This is an optimization exercise on Yosys and OpenROAD, whose aim is small area, not a production implementation.
Function was checked by simulation only, so behaviour that the tests miss may differ from the original.
No run shown here takes its clock network from TritonCTS; it comes from the design's own scripts or RTL.
The clock port is modelled as an ideal driver, which makes a skipped or thinned clock tree look cheaper than it is; a real chip needs a root buffer or a tree.
No activity file was given, so power comes from the tool's default toggle rates.

$ cat config.mk
export PLATFORM = sky130hd
export DESIGN_NAME = dvf
export DESIGN_NICKNAME = dvf
export VERILOG_FILES = /design/flow/design.v
export SDC_FILE = /design/flow/constraint.sdc
export NUM_CORES = 4
export LEC_CHECK = 0
export CAP_MARGIN = 20
export CORE_MARGIN = 2
export CORE_UTILIZATION = 70
export SLEW_MARGIN = 20
$ cat constraint.sdc
create_clock -name core_clock -period 12.0 [get_ports {clk}]
set_input_delay 2.4000 -clock core_clock [delete_from_list [all_inputs] [get_ports {clk}]]
set_output_delay 2.4000 -clock core_clock [all_outputs]
set_load 0.01 [all_outputs]
$ cat design.v
module dvf(clk, rst, data_in, div);
input clk, rst;
input [19:0] data_in;
output div;
wire b = data_in[0];
wire [18:0] h = data_in[19:1];
reg [18:0] c1;
reg e;
wire [19:0] q;       
wire [18:0] n1;      
wire [19:0] g;       
assign q[0] = 1'b1;
assign g[0] = 1'b1;
genvar i;
generate for (i = 0; i < 19; i = i + 1) begin : ev
	assign n1[i] = c1[i] ^ q[i];
	assign q[i+1] = c1[i] & q[i];
	assign g[i+1] = (n1[i] & ~h[i]) | (n1[i] & g[i]) | (~h[i] & g[i]);
end endgenerate
wire hit1 = g[19];
always @(posedge clk)
	c1 <= n1 & {19{rst & ~hit1}};
always @(posedge clk or negedge rst) begin
	if(!rst)
		e <= 0;
	else
		e <= e ^ hit1;
end
reg [19:0] c2;
reg o1, o2;
wire [20:0] p;       
wire [19:0] n2;      
wire [19:0] x;
assign p[0] = 1'b1;
generate for (i = 0; i < 20; i = i + 1) begin : od
	assign n2[i] = c2[i] ^ p[i];
	assign p[i+1] = c2[i] & p[i];
	assign x[i] = b ? c2[i] : n2[i];
end endgenerate
wire hitA = (x[18:0] == h) & ~n2[19];
wire hitB = (x[19:1] == h) & ~x[0];
wire clr = hitB & ~hitA;
always @(posedge clk)
	c2 <= n2 & {20{rst & ~clr}};
always @(negedge clk or negedge rst) begin
	if(!rst)
		o2 <= 0;
	else
		o2 <= o1 ^ (hitA | hitB);
end
always @(posedge clk or negedge rst) begin
	if(!rst)
		o1 <= 0;
	else
		o1 <= o2;
end
assign div = b ? (o1 | o2) : e;
endmodule
$ cat flow/run.sh
#!/bin/bash
# ORFS layout as standard.sh runs it, with:
#  - synthesis mapped by an area-oriented ABC script, without half-adder cells
#  - sky130_fd_sc_hd__buf_1 as the port buffers
#  - two clkbuf_8 on the clock port, each driving half the flip-flops,
#    instead of TritonCTS's tree
#    (flow/cts.tcl: ORFS's cts.tcl with the clock_tree_synthesis call replaced)
set -euo pipefail
F=$PWD/flow
# ORFS's scripts, with cts.tcl replaced by flow/cts.tcl
S=$PWD/scripts
rm -rf $S; mkdir -p $S
for f in $FLOW_HOME/scripts/*; do ln -s $f $S/; done
rm $S/cts.tcl; cp $F/cts.tcl $S/cts.tcl
export MY_ABC_SCRIPT=$F/abc_area.script
export FLOW_CLOCK_PORT=clk
export FLOW_CLOCK_BUF=sky130_fd_sc_hd__clkbuf_8
export FLOW_CLOCK_GROUPS=2
bash standard.sh \
  "SCRIPTS_DIR=$S" \
  "SYNTH_SCRIPT=$F/synth.tcl" \
  "ADDER_MAP_FILE=" \
  "BUFFER_PORTS_ARGS=-buffer_cell sky130_fd_sc_hd__buf_1" \
  finish > make.log 2>&1
$ cat flow/abc_area.script
strash
&get -n
&st
&dc2
&dch -f
&nf -p -R 1000
&put
topo
dnsize
$ cat flow/cts.tcl
utl::set_metrics_stage "cts__{}"
source $::env(SCRIPTS_DIR)/load.tcl
source $::env(SCRIPTS_DIR)/lec_check.tcl
erase_non_stage_variables cts
load_design 3_place.odb 3_place.sdc
source_step_tcl PRE CTS

# Clone clock tree inverters next to register loads
# so cts does not try to buffer the inverted clocks.
repair_clock_inverters

proc save_progress { stage } {
  puts "Run 'make gui_$stage.odb' to load progress snapshot"
  orfs_write_db $::env(RESULTS_DIR)/$stage.odb
  orfs_write_sdc $::env(RESULTS_DIR)/$stage.sdc
}

# Run CTS
set cts_args [list \
  -sink_clustering_enable \
  -repair_clock_nets]

append_env_var cts_args CTS_BUF_DISTANCE -distance_between_buffers 1
append_env_var cts_args CTS_CLUSTER_SIZE -sink_clustering_size 1
append_env_var cts_args CTS_CLUSTER_DIAMETER -sink_clustering_max_diameter 1
append_env_var cts_args CTS_BUF_LIST -buf_list 1
append_env_var cts_args CTS_LIB_NAME -library 1


if { [env_var_exists_and_non_empty CTS_ARGS] } {
  set cts_args $::env(CTS_ARGS)
}

set_dont_use $::env(DONT_USE_CELLS)

# The clock port drives FLOW_CLOCK_GROUPS clock buffers directly, each
# driving the flip-flops of one group, placed at the middle of its group,
# instead of TritonCTS's two-level tree. Groups are made by splitting the
# flip-flops at the median of their x (then y) coordinates.
proc split_sinks { sinks groups axis } {
  if { $groups <= 1 } { return [list $sinks] }
  set keyed {}
  foreach it $sinks {
    set loc [[$it getInst] getLocation]
    lappend keyed [list [lindex $loc $axis] $it]
  }
  set keyed [lsort -integer -index 0 $keyed]
  set half [expr {[llength $keyed] / 2}]
  set a {}
  set b {}
  set k 0
  foreach e $keyed {
    if { $k < $half } { lappend a [lindex $e 1] } else { lappend b [lindex $e 1] }
    incr k
  }
  set g [expr {$groups / 2}]
  return [concat [split_sinks $a $g [expr {1 - $axis}]] [split_sinks $b [expr {$groups - $g}] [expr {1 - $axis}]]]
}
proc port_clock_buffers { cell groups } {
  set block [ord::get_db_block]
  set master [[ord::get_db] findMaster $cell]
  set clk_net [[$block findBTerm $::env(FLOW_CLOCK_PORT)] getNet]
  set k 0
  foreach grp [split_sinks [$clk_net getITerms] $groups 0] {
    set sx 0
    set sy 0
    foreach it $grp {
      set loc [[$it getInst] getLocation]
      set sx [expr {$sx + [lindex $loc 0]}]
      set sy [expr {$sy + [lindex $loc 1]}]
    }
    set n [llength $grp]
    set buf [odb::dbInst_create $block $master clkbuf_$k]
    set leaf [odb::dbNet_create $block clknet_$k]
    $leaf setSigType CLOCK
    foreach it $grp {
      $it disconnect
      $it connect $leaf
    }
    [$buf findITerm A] connect $clk_net
    [$buf findITerm X] connect $leaf
    $buf setLocation [expr {$sx / $n}] [expr {$sy / $n}]
    $buf setPlacementStatus PLACED
    puts "port_clock_buffers: clkbuf_$k ($cell) drives $n clock sinks"
    incr k
  }
}
port_clock_buffers $::env(FLOW_CLOCK_BUF) $::env(FLOW_CLOCK_GROUPS)
set_propagated_clock [all_clocks]

utl::push_metrics_stage "cts__{}__pre_repair_timing"
log_cmd estimate_parasitics -placement
if { $::env(DETAILED_METRICS) } {
  report_metrics 4 "cts pre-repair-timing"
}
utl::pop_metrics_stage

set_placement_padding -global \
  -left $::env(CELL_PAD_IN_SITES_DETAIL_PLACEMENT) \
  -right $::env(CELL_PAD_IN_SITES_DETAIL_PLACEMENT)

set result [catch { detailed_placement } msg]
if { $result != 0 } {
  save_progress 4_1_error
  error "Detailed placement failed in CTS: $msg"
}

log_cmd estimate_parasitics -placement

if { $::env(CTS_SNAPSHOTS) } {
  save_progress 4_1_pre_repair_hold_setup
}

if { !$::env(SKIP_CTS_REPAIR_TIMING) } {
  if { $::env(EQUIVALENCE_CHECK) } {
    write_eqy_verilog 4_before_rsz.v
  }
  if { $::env(LEC_CHECK) } {
    write_lec_verilog 4_before_rsz_lec.v
  }

  repair_timing_helper

  if { $::env(EQUIVALENCE_CHECK) } {
    run_equivalence_test
  }
  if { $::env(LEC_CHECK) } {
    write_lec_verilog 4_after_rsz_lec.v
    run_lec_test 4_rsz 4_before_rsz_lec.v 4_after_rsz_lec.v
  }

  set result [catch { detailed_placement } msg]
  if { $result != 0 } {
    save_progress 4_1_error
    error "Detailed placement failed in CTS: $msg"
  }

  check_placement -verbose
}

report_metrics 4 "cts final"

source_step_tcl POST CTS

orfs_write_db $::env(RESULTS_DIR)/4_1_cts.odb
orfs_write_sdc $::env(RESULTS_DIR)/4_cts.sdc
$ cat flow/synth.tcl
# The standard synthesis (synth_recipe.tcl), with ABC run on an
# area-oriented script instead of ORFS's speed script.
proc synth {args} { yosys synth -nofsm -noshare {*}$args }
proc abc {args} {
  set keep {}
  set i 0
  while {$i < [llength $args]} {
    set a [lindex $args $i]
    if {$a eq "-script" || $a eq "-D"} { incr i 2; continue }
    lappend keep $a
    incr i
  }
  yosys abc -script $::env(MY_ABC_SCRIPT) {*}$keep
}
source $::env(SCRIPTS_DIR)/synth.tcl
# left out here: clear keep_hierarchy, flatten, clean up, hide names made inside functions, write 1_2_yosys.v
$ cat standard.sh
#!/bin/bash
# synth_recipe.tcl (not shown) runs the flow's synth.tcl, then flattens the netlist and writes it again
# the make line also repeats each setting of config.mk as NAME=value (left out here)
make -C /OpenROAD-flow-scripts/flow DESIGN_CONFIG=/design/flow/config.mk WORK_HOME=/design/flow/orfs CLKGATE_MAP_FILE= SYNTH_SCRIPT=/design/flow/synth_recipe.tcl "${@:-finish}"
==> summary.txt, run 1 <==
Non-Filler Instances=~350; complex-gate fraction of the synthesized area=~17%; VDD IR max=approximately 0.10 mV; relative slew slack=between 50% and 60%; DRC=0; hold buffers post-CTS=0; Tot GR Track Use=a little under a quarter; Vert. Die Dim=slightly above 60 um; Via density=5.59; Die W=~60 um; die area=between 3000 and 4000 sq um; Starting DRT DRC Count=88; post-place setup slack=0.535 ns; Final Skew=0.00800 ns; Post-Synth Simple-Gate Area=between 20% and 30%; Synth area leader=dfxtp_1; Final Cell Area=2480 sq um; cell row count=20; Worst Setup End Kind=flop; Layout Nets=between 300 and 400; Post-synth EDFFs=0; DR WL/cell=approximately 13 um; PwrDens=around 87 nW/um^2; antenna violations before repair=0; initial core utilization=74.7%; cell area after synthesis=approximately 2300 sq um; number of global-route vias before repair=1678; Top Family by Delay on Critical Path=simple AND/OR/NAND/NOR gates; post-synthesis mux area share=0%; Routed Antenna Nets=0; Post-CTS Resized=0; first-pass GRT wire length=7020 um; Final Hold Fails=0; Worst Setup Start Kind=input pin; async set-reset flop share out of synthesis=slightly above 7%; Slowest-stage cell, CP=a2111oi_0; largest family of logic cells by synthesized area=XOR/XNOR gates; postcts setup bufs=0; adder-cell share of the synthesized area=0%; clock transition at the registers of the reported paths=roughly 0.12 ns; Worst-Margin Slew=slightly above 0.7 ns; Post-Synth XOR/XNOR Area=around 24%; final setup vio count=0; area share of the largest cell type after synthesis=between 30% and 40%; CP Cell Sequence=buf_1 -> buf_4 -> nor2_1 -> a21oi_1 -> xnor2_1 -> nor4_1 -> nand4_1 -> nor4_1 -> nand4_1 -> a21oi_1 -> o21ai_0 -> a2111oi_0 -> nor2b_1 -> xnor2_1; # port buffers=22; proportion of synthesized chip area in sequential cells=approximately 37%; fin worst setup slack=between 0.6 and 0.7 ns; syn_area_per_cell=8.24 sq um; n_diodes=0; cells after synthesis=about 280; setup repair after global routing missed its margin=false; core area=between 3000 and 4000 sq um; Main synth FF type=dfxtp_1; syn_nets=301; Area contributors post-synth=dfxtp_1 (34%), xnor2_1 (13%), xor2_1 (11%); Worst Path Class, Setup=in2reg; dominant cell by count in the synthesized netlist=nor2_1; Pleak=approximately 0.86 nW; DR pass1 iterations=4; largest net degree at the start of global routing=35; crit-path max FO=34; Placement Cell Area=around 2500 sq um; Commonest cells post-synth=nor2_1 (48), dfxtp_1 (39), xnor2_1 (34), xor2_1 (30), nand2_1 (26); Clk Latency, worst-skew pair=around 0.17 ns; synthesis-stage register bit count=42; CP bufs+invs=2; Vias=~2000; required time of the critical path=between 6 and 7 ns; Routability Congestion=~0.8; DP HPWL=3470 um; fraction of layout cells with a size suffix above 1=around 1.3%; worst stage delay on the critical path=0.53 ns; cell count after placement=347; Min-Delay Path Class=reg2reg; outcome=no timing/DRC/antenna violations; Max-Cap Viols=0; Yosys Warn Count=1; # IOs=23; synth unique cells=26; DRT Wirelength=between 4000 and 5000 um; Layout area overhead=7.84%; Layout fillers=242; Slew Viols, Final=0; GRT overflow=0; Arr. time, crit path=approximately 5.3 ns; Sum Neg Setup Slack=0 ns
-- metal layers --
| layer | up-vias | global-route usage, % | part of all wire [%] | routed length, um |
|---|---|---|---|---|
| met3 | 3 | 1.47 | 2.2 | 95 |
| li1 | 1029 | - | - | - |
| met1 | 902 | 34.0 | 50 | 2180 |
| met4 | 0 | 1.86 | 0.53 | 23 |
| met2 | 16 | 40.7 | 47 | 2060 |
| met5 | - | 0 | 0 | 0 |
-- logic make-up (layout without fill, tap and decap cells) --
kind of cell / after synthesis / in the layout
buf+inv: 2 / 28
xor+xnor: 64 / 64
compound gates: 63 / 63
simple gates: 108 / 108
flops: 42 / 42
-- worst register-to-register path, delay by kind of cell, from the launching register on --
family,cells,cell delay [ns]
compound gates,5,1.30
xor+xnor,2,0.32
flops,1,0.46
simple gates,11,2.00
-- metrics by stage --
step | total power (W) | hold WS, ns | utilization, %
2_1_floorplan | 0.000160 | 0.460 | -
3_3_place_gp | 0.000170 | 0.483 | 79.6
3_5_place_dp | 0.000171 | 0.501 | 79.6
4_1_cts | 0.000218 | 0.529 | 80.5
5_1_grt | 0.000225 | 0.545 | 80.5
6_report | 0.000217 | 0.519 | 80.5
-- final timing paths --
check / start / to / slack [ns] / depth (start not counted)
max reg2reg: c2[0] / o2 / 1.76 / 18
min reg2reg: c1[0] / c1[0] / 0.52 / 1
min in group asynchronous: rst / e / 2.06 / 1
min: c1[0] / c1[0] / 0.52 / 1
max: data_in[0] / o2 / 0.69 / 14
max in group asynchronous: rst / o2 / 3.80 / 1
-- cells in the final DEF (no fill, tap or decap) --
cell,count
nand3_1,9
o21ai_1,1
o2111ai_1,1
a21o_1,8
o22ai_1,6
dfrtp_1,2
buf_4,2
a22o_1,1
a21oi_1,12
nor4_1,4
a22oi_1,6
xnor2_1,34
o21ai_0,19
nor2_1,48
clkinv_1,2
nand2b_1,2
nor3_1,1
xor2_1,30
buf_1,22
a2111oi_0,1
dfrtn_1,1
a221oi_1,2
nand2_1,26
dfxtp_1,39
nand4_1,8
a31o_1,2
clkbuf_8,2
o221ai_1,3
nor2b_1,10
a31oi_1,1
-- area by class of cell --
| class | instances | area, sq um | area share (%) |
|---|---|---|---|
| timing repair buffer | 24 | 97.6 | 3.94 |
| buffer | 2 | 27.5 | 1.11 |
| inverter | 2 | 7.51 | 0.303 |
| multi-input combinational | 235 | 1440 | 57.9 |
| tap | 44 | 55.1 | 2.22 |
| sequential | 42 | 856 | 34.5 |
-- sequential cells by signal, indices dropped and copies added (netlist names) --
name  flops
o2        1
c2       20
c1       19
e         1
o1        1
-- power by group --
part,internal (W),switching [W],leakage (nW)
sequential,0.000141,0.00000247,0.357
combinational,0.00000995,0.0000148,0.489
clock,0.0000156,0.0000326,0.0144
total,0.000167,0.0000499,0.861
==> run 2: changes to the inputs <==
--- a/design.v
+++ b/design.v
@@ -18,35 +18,37 @@
 	assign g[i+1] = (n1[i] & ~h[i]) | (n1[i] & g[i]) | (~h[i] & g[i]);
 end endgenerate
 wire hit1 = g[19];
-always @(posedge clk)
-	c1 <= n1 & {19{rst & ~hit1}};
 always @(posedge clk or negedge rst) begin
-	if(!rst)
+	if(!rst) begin
+		c1 <= 0;
 		e <= 0;
-	else
+	end else begin
+		c1 <= n1 & {19{~hit1}};
 		e <= e ^ hit1;
+	end
 end
-reg [19:0] c2;
+reg [19:0] c3;
 reg o1, o2;
 wire [20:0] p;       
-wire [19:0] n2;      
+wire [19:0] n3;      
 wire [19:0] x;
 assign p[0] = 1'b1;
 generate for (i = 0; i < 20; i = i + 1) begin : od
-	assign n2[i] = c2[i] ^ p[i];
-	assign p[i+1] = c2[i] & p[i];
-	assign x[i] = b ? c2[i] : n2[i];
+	assign n3[i] = c3[i] ^ p[i];
+	assign p[i+1] = c3[i] & p[i];
+	assign x[i] = b ? c3[i] : n3[i];
 end endgenerate
-wire hitA = (x[18:0] == h) & ~n2[19];
+wire hitA = (x[18:0] == h) & ~n3[19];
 wire hitB = (x[19:1] == h) & ~x[0];
 wire clr = hitB & ~hitA;
-always @(posedge clk)
-	c2 <= n2 & {20{rst & ~clr}};
 always @(negedge clk or negedge rst) begin
-	if(!rst)
+	if(!rst) begin
+		c3 <= 0;
 		o2 <= 0;
-	else
-		o2 <= o1 ^ (hitA | hitB);
+	end else begin
+		c3 <= n3 & {20{~clr}};
+		o2 <= o2 ^ (hitA | hitB);
+	end
 end
 always @(posedge clk or negedge rst) begin
 	if(!rst)
==> summary.txt, run 2 <==
outcome=no timing/DRC/antenna violations; Clk pwr share=19.1% (-3.2 points); dominant cell by count in the synthesized netlist=nor2_1; Post-Synth Simple-Gate Area=19.4% (-1.4 points); hold endpoint=o2; highest-count cells in the layout ignoring fill and taps=nor2_1 (47), xnor2_1 (34), xor2_1 (32), nand2_1 (28); Hold Crit Start=o2; Vert. Die Dim=63.7 um (+3.9%); area share of the largest cell type after synthesis=21.1% (-13 points); Int Pwr=0.000185 W (+11%); Via density=5.56 (-0.45%); DR pass1 iterations=4 (unchanged); Layout Nets=330 (+0.30%); Worst Setup Start Kind=input pin; core area=3390 sq um (+10%); adder-cell share of the synthesized area=0% (unchanged); # port buffers=22 (unchanged); final core utilization=79.3% (-1.2 points); Area contributors post-synth=dfrtn_1 (21%), dfrtp_1 (21%), xnor2_1 (12%); DP HPWL=3520 um (+1.3%); commonest non-fill, non-tap cell in the layout=nor2_1; Sum Neg Setup Slack=0 ns (unchanged); Worst Path Class, Setup=in2reg; relative slew slack=50.0% (-2.9 points); CP dominant cell by count=nand4_1; post-synthesis mux area share=0% (unchanged); complex-gate fraction of the synthesized area=14.9% (-2.4 points); n_diodes=0 (unchanged); postcts setup bufs=0 (unchanged); M1 WL=2360 um (+7.9%); GRT overflow=0 (unchanged); largest reg by FF count=c3; fraction of layout cells with a size suffix above 1=2.29% (+0.98 points); hold buffers post-CTS=0 (unchanged); Post-synth EDFFs=0 (unchanged); max FFs per register=20 (unchanged); antenna violations before repair=0 (unchanged); Top Family by Delay on Critical Path=simple AND/OR/NAND/NOR gates; Main synth FF type=dfrtp_1; Starting DRT DRC Count=129 (+47%); largest registers=c3 x20, c1 x19; R2R cell count=0 (-18); DRT Wirelength=4420 um (+1.4%); Post-CTS Resized=0 (unchanged); cell area after synthesis=2490 sq um (+8.5%); worst stage delay on the critical path=0.62 ns (+0.09 ns); # IOs=23 (unchanged); Non-Filler Instances=352 (+0.86%); CP Cell Sequence=buf_1 -> nor2_1 -> a21oi_1 -> xor2_1 -> nand4_1 -> nor4_1 -> nand4_1 -> nor4_1 -> nand3_1 -> nor3_1 -> nand4_1 -> nor2_2 -> nor2_1; CP bufs+invs=1 (-1); RR Endpoint=o1; Worst Setup End Kind=flop; die area=4060 sq um (+8.0%); Routed Antenna Nets=0 (unchanged); cells after synthesis=279 (unchanged); Clk Latency, worst-skew pair=0.17 ns (about the same); Die W=63.7 um (+3.9%); async set-reset flop share out of synthesis=100% (+93 points); syn_nets=301 (unchanged); Max-Cap Viols=0 (unchanged); Slew Viols, Final=0 (unchanged); r2r setup slk=5.50 ns (+3.74 ns); Pleak=1.13 nW (+32%); wire length on met2=1960 um (-5.1%); synth unique cells=25 (-3.8%); VDD IR max=0.114 mV (+11%); number of global-route vias before repair=1814 (+8.1%); Final Skew=0.0106 ns (+0.00256 ns); cell row count=21 (+5.0%); DRC=0 (unchanged); DR WL/cell=12.6 um (+0.49%); P_sw=0.0000635 W (+27%); cell count after placement=350 (+0.86%); Layout fillers=237 (-2.1%); Synth area leader=dfrtn_1; crit-path max FO=20 (-41%); Worst-Margin Slew=0.749 ns (+0.0420 ns); Slowest-stage cell, CP=nor2_2; Hold Path Stages=1 (unchanged); Tot GR Track Use=23.5% (-0.070 points); Min-Delay Path Class=reg2reg; largest family of logic cells by synthesized area=XOR/XNOR gates; Sw Share=25.6% (+2.6 points); proportion of synthesized chip area in sequential cells=42.1% (+4.9 points); Routability Congestion=0.853 (+7.9%); required time of the critical path=5.98 ns (-0.04 ns); Placement Cell Area=2660 sq um (+8.6%); routed wl met3=79 um (-17%); synthesis-stage register bit count=42 (unchanged); Commonest cells post-synth=nor2_1 (48), xnor2_1 (34), xor2_1 (32), nand2_1 (28); Final Hold Fails=0 (unchanged); Vias=1958 (+0.41%); Gate power share=18.1% (+6.7 points); first-pass GRT wire length=7870 um (+12%); Sequential Power Share=62.9% (-3.4 points); largest net degree at the start of global routing=43 (+23%); initial core utilization=73.6% (-1.1 points); syn_area_per_cell=8.94 sq um (+8.5%); Yosys Warn Count=1 (unchanged); clock transition at the registers of the reported paths=0.07 ns (-0.05 ns); Final Cell Area=2690 sq um (+8.5%); Reg-to-Reg Start=o2; setup repair after global routing missed its margin=false; PwrDens=92.4 nW/um^2 (+5.7%); Post-Synth XOR/XNOR Area=23.2% (-1.2 points); final setup vio count=0 (unchanged); DR top layer=met4; Arr. time, crit path=5.33 ns (about the same); Layout area overhead=7.77% (about the same)
## run 2: cell count changes after synthesis, sizes merged, moves of 2 or more
cell and change:
xor2 +2, a21oi -3, dfrtn +20, dfrtp +19, nand2 +2, dfxtp -39
## run 2: power by group through the flow
stage	clock (W)	combinational, W	sequential, W
finish	0.0000474	0.0000449	0.000156
floorplan	0	0.0000290	0.000157
detailed placement	0	0.0000450	0.000159
global route	0.0000540	0.0000510	0.000157
CTS	0.0000490	0.0000452	0.000156
global placement	0	0.0000432	0.000158
## run 2: worst max path at each step
stage / start / end / slack [ns] / cells past startpoint
global placement: data_in[0] / c3[5] / 0.26 / 13
CTS: data_in[0] / c3[14] / 0.64 / 13
finish: data_in[0] / c3[14] / 0.65 / 13
global route: data_in[0] / c3[2] / 0.26 / 13
detailed placement: data_in[0] / c3[14] / 0.45 / 13
floorplan: data_in[0] / c3[0] / 1.14 / 11
## run 2: cell families (layout without fill, tap and decap cells)
logic type / count (synthesis) / after routing
buffers and inverters: 3 / 30
and+or+nand+nor: 110 / 110
AOI/OAI and AO/OA: 58 / 58
DFF: 42 / 42
xor gates and xnor gates: 66 / 66
## run 2: metal layers
| metal | vias to the layer above | track usage [%] |
|---|---|---|
| met2 | 20 | 38.8 |
| met4 | 0 | 1.63 |
| met1 | 904 | 36.1 |
| met3 | 3 | 1.25 |
| met5 | - | 0 |
| li1 | 1031 | - |
## run 2: stage by stage
step           hold WS (ns)  power, W  worst slack [ns]
6_report              0.440  0.000249             0.649
4_1_cts               0.444  0.000251             0.640
3_5_place_dp          0.442  0.000204             0.455
5_1_grt               0.483  0.000262             0.258
2_1_floorplan         0.415  0.000186              1.14
3_3_place_gp          0.433  0.000201             0.256
## run 2: area by class of cell
| type | instances | area, sq um | share of cell area, % |
|---|---|---|---|
| Inverter | 3 | 11.3 | 0.419 |
| Multi-Input combinational cell | 234 | 1440 | 53.4 |
| Tap cell | 46 | 57.6 | 2.14 |
| Sequential cell | 42 | 1050 | 39.1 |
| Buffer | 2 | 27.5 | 1.02 |
| Timing Repair Buffer | 25 | 106 | 3.96 |
